Context: an optimization exercise on an open-source flow, tuned for small area and a short achievable clock period. The choices shown serve that exercise and are no tape-out recipe.
Where RTL was checked, it was by simulation tests only, not by an equivalence proof against the original.
For run 2, only the layout was checked, not whether the RTL still works.

==> flow/design.v (outline; a module is shown in full before it is edited, if it fits) <==
// module mac_unit: 1930 lines
// module mac_hi2: 17 lines
// module mac_muxi: 3 lines
// module mac_fa: 5 lines
// module mac_hai: 4 lines
// module mac_xnor: 3 lines
// module mac_or: 3 lines
// module mac_aoi21: 3 lines
// module mac_nand2: 3 lines
// module mac_nor2: 3 lines
// module mac_oai21: 3 lines
// module mac_xor: 3 lines
module mac_unit #(
    parameter AW = 16,
    parameter BW = 16,
    parameter ACCW = 40,
    parameter SIGNED = 0
)(
    input  wire clk,
    input  wire rst_n,
    input  wire en,
    input  wire valid_in,
    input  wire [AW-1:0] a,
    input  wire [BW-1:0] b,
    output reg  valid_out,
    output reg  [ACCW-1:0] acc_out
);
  // ...
==> flow/run.sh <==
#!/bin/bash
# synth_recipe.tcl (not shown) runs the flow's synth.tcl, then flattens the netlist and writes it again
# the make line also repeats each setting of config.mk as NAME=value (left out here)
make -C /OpenROAD-flow-scripts/flow DESIGN_CONFIG=/design/flow/config.mk WORK_HOME=/design/flow/orfs CLKGATE_MAP_FILE= SYNTH_SCRIPT=/design/flow/synth_recipe.tcl finish
==> flow/config.mk <==
export PLATFORM = sky130hd
export DESIGN_NAME = mac_unit
export DESIGN_NICKNAME = mac_unit
export VERILOG_FILES = /design/flow/design.v
export SDC_FILE = /design/flow/constraint.sdc
export NUM_CORES = 4
export LEC_CHECK = 0
export CAP_MARGIN = 5
export CORE_MARGIN = 2
export CORE_UTILIZATION = 65
export CTS_BUF_LIST = sky130_fd_sc_hd__clkbuf_4 sky130_fd_sc_hd__clkbuf_8
export SETUP_SLACK_MARGIN = 3.7
export SLEW_MARGIN = 5
export SYNTH_HIERARCHICAL = 1
export SYNTH_MINIMUM_KEEP_SIZE = 0
==> flow/constraint.sdc <==
create_clock -name core_clock -period 7.0 [get_ports {clk}]
set_input_delay 1.4000 -clock core_clock [delete_from_list [all_inputs] [get_ports {clk}]]
set_output_delay 1.4000 -clock core_clock [all_outputs]
set_load 0.01 [all_outputs]
==> flow_summary.yaml, run 1 <==
status:
  outcome: "finished clean"
clock_tree:
  clock-sinks: 123
  clkSlewWorstSetupHoldPaths_ns: 0.08
  postCtsSetupRepairBufs: 3
  tritoncts: "built"
place:
  place_congestion: 0.898
yosys:
  ys_seq_area_share_pct: 21.6
  yosys.area.top_type: "fa_1"
  synth_xor_area_share_pct: 6.53
  synth-adder-area-share_pct: 39.4
  synth_top_family_by_area: "adder cells"
  synth.distinct_cells: 29
  muxShareOfSynthArea_pct: 0.713
sta:
  rsz0062_at_grt: "yes"
  maxSlewHeadroom_pct: 39.5
  fin_worst_skew_ns: 0.0199
global_routing:
  grt_use_met3_pct: 7.94
  grt_pass1_wl_mm: 46.8
  met1_usage_pct: 45.3
detailed_routing:
  via_count: 8588
  wl_met3_mm: 2.50
  met2_length_mm: 14.0
  dr.pass1.iters: 5
floorplan:
  die_w_um: 136
  dieHeight_um: 136
  ioPinCount: 77
finish:
  clk_share_pct: 3.32
  nets: 1486
setup_path:
  crit_buf_inv: 1
  cp_data_required_time_ns: 7.33
  worst_ep_arrival_time_ns: 3.62
  ff2ff_setup_slack_ns: 3.76
worst_hold_path:
  whs_path_depth: 2
==> inputs of run 2 (changes only) <==
--- a/flow/design.v
+++ b/flow/design.v
@@ -8,17 +8,17 @@
     input  wire rst_n,
     input  wire en,
     input  wire valid_in,
     input  wire [AW-1:0] a,
     input  wire [BW-1:0] b,
     output reg  valid_out,
     output reg  [ACCW-1:0] acc_out
 );
-  reg [80:0] pr;
+  reg [81:0] pr;
   reg valid_reg;
   wire [39:0] nacc = ~acc_out;
   wire p1;
   wire p2;
   wire p3;
   wire p4;
   wire p5;
   wire p6;
@@ -1179,82 +1179,82 @@
   mac_fa fa156 (.a(s493), .b(c588), .ci(s591), .s(s593), .co(c594));
   mac_fa fa157 (.a(c492), .b(s495), .ci(c494), .s(s595), .co(c596));
   mac_fa fa158 (.a(s497), .b(c592), .ci(s595), .s(s597), .co(c598));
   mac_fa fa159 (.a(c496), .b(s499), .ci(c498), .s(s599), .co(c600));
   mac_fa fa160 (.a(c500), .b(s503), .ci(c502), .s(s601), .co(c602));
   mac_fa fa161 (.a(c504), .b(s507), .ci(c506), .s(s603), .co(c604));
   mac_fa fa162 (.a(c508), .b(s511), .ci(c510), .s(s605), .co(c606));
   mac_fa fa163 (.a(c512), .b(s515), .ci(c514), .s(s607), .co(c608));
-  mac_fa fa164 (.a(s543), .b(c540), .ci(s545), .s(s609), .co(c610));
-  mac_fa fa165 (.a(s547), .b(c544), .ci(c546), .s(s611), .co(c612));
-  mac_fa fa166 (.a(c548), .b(s551), .ci(c550), .s(s613), .co(c614));
-  mac_fa fa167 (.a(s555), .b(c552), .ci(s557), .s(s615), .co(c616));
-  mac_fa fa168 (.a(s559), .b(c556), .ci(s561), .s(s617), .co(c618));
-  mac_fa fa169 (.a(c560), .b(s563), .ci(s565), .s(s619), .co(c620));
-  mac_fa fa170 (.a(c562), .b(s619), .ci(c618), .s(s621), .co(c622));
-  mac_fa fa171 (.a(p253), .b(c564), .ci(s567), .s(s623), .co(c624));
-  mac_fa fa172 (.a(c566), .b(s623), .ci(c620), .s(s625), .co(c626));
-  mac_fa fa173 (.a(p224), .b(p239), .ci(p254), .s(s627), .co(c628));
-  mac_fa fa174 (.a(c568), .b(s627), .ci(c624), .s(s629), .co(c630));
-  mac_fa fa175 (.a(p240), .b(p255), .ci(c628), .s(s631), .co(c632));
-  mac_hai ha14 (.a(pr[1]), .b(pr[2]), .s(s633), .co(c634));
-  mac_hai ha15 (.a(pr[3]), .b(nacc[2]), .s(s635), .co(c636));
-  mac_hai ha16 (.a(pr[4]), .b(nacc[3]), .s(s637), .co(c638));
-  mac_fa fa176 (.a(pr[5]), .b(pr[6]), .ci(nacc[4]), .s(s639), .co(c640));
-  mac_fa fa177 (.a(pr[7]), .b(pr[8]), .ci(nacc[5]), .s(s641), .co(c642));
-  mac_fa fa178 (.a(pr[10]), .b(pr[9]), .ci(nacc[6]), .s(s643), .co(c644));
-  mac_fa fa179 (.a(pr[11]), .b(pr[12]), .ci(nacc[7]), .s(s645), .co(c646));
-  mac_fa fa180 (.a(pr[13]), .b(pr[14]), .ci(nacc[8]), .s(s647), .co(c648));
-  mac_fa fa181 (.a(pr[15]), .b(pr[16]), .ci(nacc[9]), .s(s649), .co(c650));
-  mac_fa fa182 (.a(pr[17]), .b(pr[18]), .ci(pr[19]), .s(s651), .co(c652));
-  mac_fa fa183 (.a(pr[20]), .b(nacc[10]), .ci(c650), .s(s653), .co(c654));
-  mac_fa fa184 (.a(pr[21]), .b(pr[22]), .ci(pr[23]), .s(s655), .co(c656));
-  mac_fa fa185 (.a(nacc[11]), .b(c652), .ci(s655), .s(s657), .co(c658));
-  mac_fa fa186 (.a(pr[24]), .b(pr[25]), .ci(pr[26]), .s(s659), .co(c660));
-  mac_fa fa187 (.a(nacc[12]), .b(c656), .ci(s659), .s(s661), .co(c662));
-  mac_fa fa188 (.a(pr[27]), .b(pr[28]), .ci(pr[29]), .s(s663), .co(c664));
-  mac_fa fa189 (.a(nacc[13]), .b(c660), .ci(s663), .s(s665), .co(c666));
-  mac_fa fa190 (.a(pr[30]), .b(pr[31]), .ci(pr[32]), .s(s667), .co(c668));
-  mac_fa fa191 (.a(nacc[14]), .b(c664), .ci(s667), .s(s669), .co(c670));
-  mac_fa fa192 (.a(pr[33]), .b(pr[34]), .ci(pr[35]), .s(s671), .co(c672));
-  mac_fa fa193 (.a(pr[36]), .b(pr[37]), .ci(nacc[15]), .s(s673), .co(c674));
-  mac_fa fa194 (.a(c668), .b(s671), .ci(s673), .s(s675), .co(c676));
-  mac_fa fa195 (.a(pr[38]), .b(pr[39]), .ci(pr[40]), .s(s677), .co(c678));
-  mac_fa fa196 (.a(pr[41]), .b(nacc[16]), .ci(c672), .s(s679), .co(c680));
-  mac_fa fa197 (.a(c674), .b(s677), .ci(s679), .s(s681), .co(c682));
-  mac_fa fa198 (.a(pr[42]), .b(pr[43]), .ci(pr[44]), .s(s683), .co(c684));
-  mac_fa fa199 (.a(pr[45]), .b(nacc[17]), .ci(c678), .s(s685), .co(c686));
-  mac_fa fa200 (.a(s683), .b(c680), .ci(s685), .s(s687), .co(c688));
-  mac_fa fa201 (.a(pr[46]), .b(pr[47]), .ci(pr[48]), .s(s689), .co(c690));
-  mac_fa fa202 (.a(pr[49]), .b(nacc[18]), .ci(c684), .s(s691), .co(c692));
-  mac_fa fa203 (.a(s689), .b(c686), .ci(s691), .s(s693), .co(c694));
-  mac_fa fa204 (.a(pr[50]), .b(pr[51]), .ci(pr[52]), .s(s695), .co(c696));
-  mac_fa fa205 (.a(pr[53]), .b(nacc[19]), .ci(c690), .s(s697), .co(c698));
-  mac_fa fa206 (.a(s695), .b(c692), .ci(s697), .s(s699), .co(c700));
-  mac_fa fa207 (.a(pr[54]), .b(pr[55]), .ci(pr[56]), .s(s701), .co(c702));
-  mac_fa fa208 (.a(pr[57]), .b(nacc[20]), .ci(c696), .s(s703), .co(c704));
-  mac_fa fa209 (.a(s701), .b(c698), .ci(s703), .s(s705), .co(c706));
-  mac_fa fa210 (.a(pr[58]), .b(pr[59]), .ci(nacc[21]), .s(s707), .co(c708));
-  mac_fa fa211 (.a(c702), .b(s707), .ci(c704), .s(s709), .co(c710));
-  mac_fa fa212 (.a(pr[60]), .b(pr[61]), .ci(pr[62]), .s(s711), .co(c712));
-  mac_fa fa213 (.a(nacc[22]), .b(c708), .ci(s711), .s(s713), .co(c714));
-  mac_fa fa214 (.a(pr[63]), .b(pr[64]), .ci(pr[65]), .s(s715), .co(c716));
+  mac_fa fa164 (.a(s547), .b(c544), .ci(c546), .s(s609), .co(c610));
+  mac_fa fa165 (.a(c548), .b(s551), .ci(c550), .s(s611), .co(c612));
+  mac_fa fa166 (.a(s555), .b(c552), .ci(s557), .s(s613), .co(c614));
+  mac_fa fa167 (.a(s559), .b(c556), .ci(s561), .s(s615), .co(c616));
+  mac_fa fa168 (.a(c560), .b(s563), .ci(s565), .s(s617), .co(c618));
+  mac_fa fa169 (.a(c562), .b(s617), .ci(c616), .s(s619), .co(c620));
+  mac_fa fa170 (.a(p253), .b(c564), .ci(s567), .s(s621), .co(c622));
+  mac_fa fa171 (.a(c566), .b(s621), .ci(c618), .s(s623), .co(c624));
+  mac_fa fa172 (.a(p224), .b(p239), .ci(p254), .s(s625), .co(c626));
+  mac_fa fa173 (.a(c568), .b(s625), .ci(c622), .s(s627), .co(c628));
+  mac_fa fa174 (.a(p240), .b(p255), .ci(c626), .s(s629), .co(c630));
+  mac_hai ha14 (.a(pr[1]), .b(pr[2]), .s(s631), .co(c632));
+  mac_hai ha15 (.a(pr[3]), .b(nacc[2]), .s(s633), .co(c634));
+  mac_hai ha16 (.a(pr[4]), .b(nacc[3]), .s(s635), .co(c636));
+  mac_fa fa175 (.a(pr[5]), .b(pr[6]), .ci(nacc[4]), .s(s637), .co(c638));
+  mac_fa fa176 (.a(pr[7]), .b(pr[8]), .ci(nacc[5]), .s(s639), .co(c640));
+  mac_fa fa177 (.a(pr[10]), .b(pr[9]), .ci(nacc[6]), .s(s641), .co(c642));
+  mac_fa fa178 (.a(pr[11]), .b(pr[12]), .ci(nacc[7]), .s(s643), .co(c644));
+  mac_fa fa179 (.a(pr[13]), .b(pr[14]), .ci(nacc[8]), .s(s645), .co(c646));
+  mac_fa fa180 (.a(pr[15]), .b(pr[16]), .ci(nacc[9]), .s(s647), .co(c648));
+  mac_fa fa181 (.a(pr[17]), .b(pr[18]), .ci(pr[19]), .s(s649), .co(c650));
+  mac_fa fa182 (.a(pr[20]), .b(nacc[10]), .ci(c648), .s(s651), .co(c652));
+  mac_fa fa183 (.a(pr[21]), .b(pr[22]), .ci(pr[23]), .s(s653), .co(c654));
+  mac_fa fa184 (.a(nacc[11]), .b(c650), .ci(s653), .s(s655), .co(c656));
+  mac_fa fa185 (.a(pr[24]), .b(pr[25]), .ci(pr[26]), .s(s657), .co(c658));
+  mac_fa fa186 (.a(nacc[12]), .b(c654), .ci(s657), .s(s659), .co(c660));
+  mac_fa fa187 (.a(pr[27]), .b(pr[28]), .ci(pr[29]), .s(s661), .co(c662));
+  mac_fa fa188 (.a(nacc[13]), .b(c658), .ci(s661), .s(s663), .co(c664));
+  mac_fa fa189 (.a(pr[30]), .b(pr[31]), .ci(pr[32]), .s(s665), .co(c666));
+  mac_fa fa190 (.a(nacc[14]), .b(c662), .ci(s665), .s(s667), .co(c668));
+  mac_fa fa191 (.a(pr[33]), .b(pr[34]), .ci(pr[35]), .s(s669), .co(c670));
+  mac_fa fa192 (.a(pr[36]), .b(pr[37]), .ci(nacc[15]), .s(s671), .co(c672));
+  mac_fa fa193 (.a(c666), .b(s669), .ci(s671), .s(s673), .co(c674));
+  mac_fa fa194 (.a(pr[38]), .b(pr[39]), .ci(pr[40]), .s(s675), .co(c676));
+  mac_fa fa195 (.a(pr[41]), .b(nacc[16]), .ci(c670), .s(s677), .co(c678));
+  mac_fa fa196 (.a(c672), .b(s675), .ci(s677), .s(s679), .co(c680));
+  mac_fa fa197 (.a(pr[42]), .b(pr[43]), .ci(pr[44]), .s(s681), .co(c682));
+  mac_fa fa198 (.a(pr[45]), .b(nacc[17]), .ci(c676), .s(s683), .co(c684));
+  mac_fa fa199 (.a(s681), .b(c678), .ci(s683), .s(s685), .co(c686));
+  mac_fa fa200 (.a(pr[46]), .b(pr[47]), .ci(pr[48]), .s(s687), .co(c688));
+  mac_fa fa201 (.a(pr[49]), .b(nacc[18]), .ci(c682), .s(s689), .co(c690));
+  mac_fa fa202 (.a(s687), .b(c684), .ci(s689), .s(s691), .co(c692));
+  mac_fa fa203 (.a(pr[50]), .b(pr[51]), .ci(pr[52]), .s(s693), .co(c694));
+  mac_fa fa204 (.a(pr[53]), .b(nacc[19]), .ci(c688), .s(s695), .co(c696));
+  mac_fa fa205 (.a(s693), .b(c690), .ci(s695), .s(s697), .co(c698));
+  mac_fa fa206 (.a(pr[54]), .b(pr[55]), .ci(pr[56]), .s(s699), .co(c700));
+  mac_fa fa207 (.a(pr[57]), .b(nacc[20]), .ci(c694), .s(s701), .co(c702));
+  mac_fa fa208 (.a(s699), .b(c696), .ci(s701), .s(s703), .co(c704));
+  mac_fa fa209 (.a(pr[58]), .b(pr[59]), .ci(pr[60]), .s(s705), .co(c706));
+  mac_fa fa210 (.a(pr[61]), .b(nacc[21]), .ci(c700), .s(s707), .co(c708));
+  mac_fa fa211 (.a(s705), .b(c702), .ci(s707), .s(s709), .co(c710));
+  mac_fa fa212 (.a(pr[62]), .b(pr[63]), .ci(nacc[22]), .s(s711), .co(c712));
+  mac_fa fa213 (.a(c706), .b(s711), .ci(c708), .s(s713), .co(c714));
+  mac_fa fa214 (.a(pr[64]), .b(pr[65]), .ci(pr[66]), .s(s715), .co(c716));
   mac_fa fa215 (.a(nacc[23]), .b(c712), .ci(s715), .s(s717), .co(c718));
-  mac_fa fa216 (.a(pr[66]), .b(pr[67]), .ci(pr[68]), .s(s719), .co(c720));
+  mac_fa fa216 (.a(pr[67]), .b(pr[68]), .ci(pr[69]), .s(s719), .co(c720));
   mac_fa fa217 (.a(nacc[24]), .b(c716), .ci(s719), .s(s721), .co(c722));
-  mac_fa fa218 (.a(pr[69]), .b(pr[70]), .ci(pr[71]), .s(s723), .co(c724));
+  mac_fa fa218 (.a(pr[70]), .b(pr[71]), .ci(pr[72]), .s(s723), .co(c724));
   mac_fa fa219 (.a(nacc[25]), .b(c720), .ci(s723), .s(s725), .co(c726));
-  mac_fa fa220 (.a(pr[72]), .b(nacc[26]), .ci(c724), .s(s727), .co(c728));
-  mac_fa fa221 (.a(pr[73]), .b(pr[74]), .ci(nacc[27]), .s(s729), .co(c730));
-  mac_fa fa222 (.a(pr[75]), .b(pr[76]), .ci(nacc[28]), .s(s731), .co(c732));
-  mac_fa fa223 (.a(pr[77]), .b(pr[78]), .ci(nacc[29]), .s(s733), .co(c734));
-  mac_fa fa224 (.a(pr[79]), .b(pr[80]), .ci(nacc[30]), .s(s735), .co(c736));
-  wire [39:0] ra = {nacc[39], nacc[38], nacc[37], nacc[36], nacc[35], nacc[34], nacc[33], nacc[32], nacc[31], c734, c732, c730, s729, s727, c722, c718, c714, s713, c706, c700, c694, c688, c682, c676, c670, c666, c662, c658, c654, s651, c648, c646, c644, c642, c640, c638, c636, c634, nacc[1], pr[0]};
-  wire [39:0] rb = {1'b1, 1'b1, 1'b1, 1'b1, 1'b1, 1'b1, 1'b1, 1'b1, c736, s735, s733, s731, c728, c726, s725, s721, s717, c710, s709, s705, s699, s693, s687, s681, s675, s669, s665, s661, s657, s653, s649, s647, s645, s643, s641, s639, s637, s635, s633, nacc[0]};
+  mac_fa fa220 (.a(pr[73]), .b(nacc[26]), .ci(c724), .s(s727), .co(c728));
+  mac_fa fa221 (.a(pr[74]), .b(pr[75]), .ci(nacc[27]), .s(s729), .co(c730));
+  mac_fa fa222 (.a(pr[76]), .b(pr[77]), .ci(nacc[28]), .s(s731), .co(c732));
+  mac_fa fa223 (.a(pr[78]), .b(pr[79]), .ci(nacc[29]), .s(s733), .co(c734));
+  mac_fa fa224 (.a(pr[80]), .b(pr[81]), .ci(nacc[30]), .s(s735), .co(c736));
+  wire [39:0] ra = {nacc[39], nacc[38], nacc[37], nacc[36], nacc[35], nacc[34], nacc[33], nacc[32], nacc[31], c734, c732, c730, s729, s727, c722, c718, s717, c710, c704, c698, c692, c686, c680, c674, c668, c664, c660, c656, c652, s649, c646, c644, c642, c640, c638, c636, c634, c632, nacc[1], pr[0]};
+  wire [39:0] rb = {1'b1, 1'b1, 1'b1, 1'b1, 1'b1, 1'b1, 1'b1, 1'b1, c736, s735, s733, s731, c728, c726, s725, s721, c714, s713, s709, s703, s697, s691, s685, s679, s673, s667, s663, s659, s655, s651, s647, s645, s643, s641, s639, s637, s635, s633, s631, nacc[0]};
   wire [32:0] ks_s;
   wire ks_y1;
   mac_nor2 uks_y1 (.a(ra[0]), .b(rb[0]), .y(ks_y1));
   wire ks_y2;
   mac_xor uks_y2 (.a(ra[0]), .b(rb[0]), .y(ks_y2));
   wire ks_y3;
   mac_nor2 uks_y3 (.a(ra[1]), .b(rb[1]), .y(ks_y3));
   wire ks_y4;
@@ -1908,17 +1908,17 @@
   assign ks_s[30] = ~ks_y62 ^ ks_y307;
   assign ks_s[31] = ~ks_y64 ^ ks_y308;
   assign ks_s[32] = ~ks_y66 ^ ks_y309;
   wire [33:0] lo = ~{ks_y312, ks_s};
   wire [6:0] hi_next;
   mac_hi2 #(.N(7)) hi (.acc(acc_out[39:33]), .cn(lo[33]), .sel(en & valid_reg), .rst_n(rst_n), .d(hi_next));
   wire [32:0] sum = ~lo[32:0];
   always @(posedge clk) begin
-    pr <= {c632, p256, c630, s631, c626, s629, c622, s625, s621, c616, s617, c558, c614, s615, c554, s613, c612, s553, s611, c610, s549, s609, c542, c538, s541, s539, c536, s537, c534, s535, c532, s533, c530, s531, c528, s529, c526, s527, c524, s525, c522, s523, c520, s521, c608, c518, s519, c516, s607, c606, s517, s605, c604, s513, s603, c602, s509, s601, c600, s505, c598, s599, s501, c596, s597, c594, s593, c590, s589, c586, s585, c582, s581, c578, s577, c574, s573, s569, p2, p17, p1};
+    pr <= {c630, p256, c628, s629, c624, s627, c620, s623, s619, c614, s615, c558, c612, s613, c554, s611, c610, s553, s609, s549, c542, s545, c540, s543, c538, s541, s539, c536, s537, c534, s535, c532, s533, c530, s531, c528, s529, c526, s527, c524, s525, c522, s523, c520, s521, c608, c518, s519, c516, s607, c606, s517, s605, c604, s513, s603, c602, s509, s601, c600, s505, c598, s599, s501, c596, s597, c594, s593, c590, s589, c586, s585, c582, s581, c578, s577, c574, s573, s569, p2, p17, p1};
     valid_reg <= valid_in & rst_n;
   end
   always @(posedge clk) begin
     if (!rst_n) begin
       acc_out[32:0] <= 33'd0;
       valid_out <= 1'b0;
     end else begin
       valid_out <= valid_reg;
==> flow/config.mk (replaced) <==
export PLATFORM = sky130hd
export DESIGN_NAME = mac_unit
export DESIGN_NICKNAME = mac_unit
export VERILOG_FILES = /design/flow/design.v
export SDC_FILE = /design/flow/constraint.sdc
export NUM_CORES = 4
export LEC_CHECK = 0
export CAP_MARGIN = 20
export CORE_MARGIN = 2
export CORE_UTILIZATION = 65
export CTS_BUF_LIST = sky130_fd_sc_hd__clkbuf_4 sky130_fd_sc_hd__clkbuf_8
export SETUP_SLACK_MARGIN = 3.7
export SLEW_MARGIN = 20
export SYNTH_HIERARCHICAL = 1
export SYNTH_MINIMUM_KEEP_SIZE = 0
==> flow_summary.yaml, run 2 <==
yosys:
  yosys_warnings: 7
  synth-simple-area-share_pct: 15.5
  synth_compound_area_share_pct: 11.5
  yosys_most_used_dff: "dfxtp_1"
  yosys-top-cells-count: "nand2_1 (349), fa_1 (224), dfxtp_1 (124)"
  syn_inst: 1201
  yosys.area.top_type: "fa_1"
  synth-adder-area-share_pct: 39.4
  ys_seq_area_share_pct: 21.7
  synth_top_area_share_pct: 39.3
  avgSynthCellArea_sq_um: 9.51
  async_flop_share_pct: 0
  synth.area.top_cells: "fa_1 (39%), dfxtp_1 (22%), nand2_1 (11%), a21oi_2 (6.0%), xor2_1 (4.2%)"
  synth_edf_count: 0
  synth_xor_area_share_pct: 6.52
  synth.most_common_cell: "nand2_1"
  synth.distinct_cells: 29
  synth_top_family_by_area: "adder cells"
  muxShareOfSynthArea_pct: 0.712
  syn_area_sq_um: 11400
  synth-seq-cells: 124
sta:
  fmax_ghz: 0.298
  maxSlewHeadroom_pct: 32.3
  fin_crit_sh_pct: 47.9
  setup_viol: 0
  hold_violations: 0
  slew_viol_final: 0
  rsz0062_at_grt: "yes"
  finalCriticalPeriod_ns: 3.35
  whs_ns: 0.493
  worst_slew_pin_slew_ns: 1.01
  finalSetupTns_ns: 0
  fin_worst_skew_ns: 0.00816
clock_tree:
  clock-sinks: 124
  cts.path.max_buffers: 2
  clkSlewWorstSetupHoldPaths_ns: 0.07
  cts_root_buffer: "clkbuf_8"
  htreeDepth: 4
  clk_latency_ns: 0.46
  tritoncts: "built"
  cts_buffers: 17
setup_path:
  crit_fanout: 4
  cp-start-kind: "flop"
  cp_data_required_time_ns: 7.31
  cpMaxStageDelayCell: "fa_1"
  worst_ep_arrival_time_ns: 3.66
  path_cells: "fa_2 -> fa_1 -> fa_2 -> xor2_4 -> buf_6 -> a21oi_4 -> o21ai_2 -> a21oi_2 -> o21ai_1 -> a21oi_2 -> xor2_1 -> o22ai_1"
  endpoint_kind: "flop"
  crit_type: "flop to flop"
  max_stage_delay_ns: 0.54
place:
  port_buffers: 76
  post_dp_cell_area_sq_um: 12300
  place_hpwl_mm: 23.1
  place_congestion: 1.02
global_routing:
  grt_remaining_overflow: 0
  antenna_found_initial: 0
  grt_pass1_vias: 9185
  grt_pass1_wl_mm: 48.9
  grtUsageTotal_pct: 35.5
  grt_max_degree: 40
detailed_routing:
  dr.pass1.iters: 5
  wl_per_cell_um: 21.1
  drt_iter0_drc: 633
  viasPerCell: 5.91
  drc: 0
  via_count: 8645
  ant_nets: 0
  wl_mm: 30.9
finish:
  drive_gt1_share_pct: 22.1
  largest_reg_flops: 82
  largestRegisters: "pr x82, acc_out x40"
  finalInstanceArea_sq_um: 13100
  regMostFlops: "pr"
  diodes: 0
  nets: 1487
  syn_to_final_growth_pct: 14.6
  layout_common_cells: "nand2_1 (320), fa_1 (181), dfxtp_1 (122), a21oi_2 (76), nor2_1 (62)"
  mostFrequentLayoutCell: "nand2_1"
worst_hold_path:
  hold_path.class: "flop to flop"
floorplan:
  ioPinCount: 77
  die_area_sq_um: 18600
  rows: 48
  dieHeight_um: 137
  start_util_pct: 66.3
  core_area_sq_um: 17200
  die_w_um: 137
job:
  max_cap_violations: 0
status:
  outcome: "finished clean"
run 2: cell count changes in the layout (fill, tap and decap cells not counted), sizes merged:
cell and change:
clkinvlp -1, dlygate4sd2 +1, inv -4, clkbuf +7
dlymetal6s2s -1, bufinv +1, clkinv -4, dfxtp +1
run 2: repair_timing:
action	4_1_cts	5_1_grt
hold buffers	0	0
resized for setup	210	80
pin swaps	4	30
buffers inserted	3	1
setup endpoints to repair	101	35
run 2: logic make-up (layout without fill, tap and decap cells):
kind of cell	count (synthesis)	count (layout)
buf+inv	120	156
compound gates	184	184
xor+xnor	85	85
other cells	1	2
simple gates	454	454
flops	124	124
mux	8	8
fa+ha+maj	225	225
run 2: path summary, 6_finish.rpt:
kind	from	endpoint	slack [ns]	depth (start not counted)
min	acc_out[32]	acc_out[32]	0.49	2
min reg2reg	acc_out[32]	acc_out[32]	0.49	2
max	pr[40]	acc_out[22]	3.65	12
max reg2reg	pr[40]	acc_out[22]	3.65	12
run 2: through the flow:
step	cells	setup slack [ns]	utilization, %
4_1_cts	1462	3.69	74.1
3_3_place_gp	1428	2.36	71.4
3_5_place_dp	1428	2.29	71.4
2_1_floorplan	1202	3.31	-
6_report	1463	3.65	75.9
5_1_grt	1463	3.55	75.9
run 2: critical path: cells and delay by family (launching register included):
family / cells / cell delay [ns]
adder cells (fa/ha/maj): 3 / 1.43
AO/OA/AOI/OAI: 6 / 0.88
XOR/XNOR: 2 / 0.42
buffers and inverters: 1 / 0.14
flip-flops: 1 / 0.32
run 2: Yosys stat by module (local to each module, per instance), a selection:
module     times used  cell area, sq um
mac_xor            33              8.76
mac_xnor           16              8.76
mac_unit            1              4680
mac_nand2          57              3.75
mac_aoi21          78              8.76
mac_oai21          57              5.00
mac_nor2           79              3.75
mac_muxi            7              10.0
mac_or             16              6.26
mac_fa            224              20.0
run 2: final cells by class:
class | count | area [sq um]
Timing Repair Buffer | 82 | 808
Multi-Input combinational cell | 958 | 8900
Sequential cell | 124 | 2480
Fill cell | 1249 | 4150
Clock inverter | 6 | 133
Inverter | 43 | 164
Clock buffer | 25 | 319
Tap cell | 225 | 282
run 2: layer usage:
metal | part of all wire (%) | routed length, um | GRT usage, %
met5 | 0 | 0 | 0
met4 | 3.2 | 999 | 14.2
met3 | 8.6 | 2640 | 7.67
met2 | 48 | 15000 | 57.8
met1 | 40 | 12300 | 46.8

separate check: timing with driven ports:
In the flow no input, the clock included, has a driving cell. The finished layouts below were timed again as built, in two steps.
Step 1 assumes that a clkbuf_16 drives the clock port and a buf_2 every other input.
Step 2 moves the port delays by t, midway between the first and last clock arrival at a register: inputs arrive t later, outputs are due t later. That takes back most of the time a late clock gives input paths.
Three values: ideal ports, drivers, drivers and shift; two values: the first two.
| run | t, ns | slack for setup (ns) | worst setup path after step 2 | latest minus earliest clock arrival (ns) | worst slew at a driven data input, ns |
|---|---|---|---|---|---|
| run 1 | 0.482 | 3.711 / 3.727 / 3.245 | input to register | 0.020 / 0.020 | 0.06 |
| run 2 | 0.499 | 3.649 / 3.649 / 3.218 | input to register | 0.009 / 0.008 | 0.05 |
After both steps setup and hold are still met in every run listed. The setup slack of run 1, which loses most, moves by +0.016 ns with the drivers and by -0.466 ns with both steps.
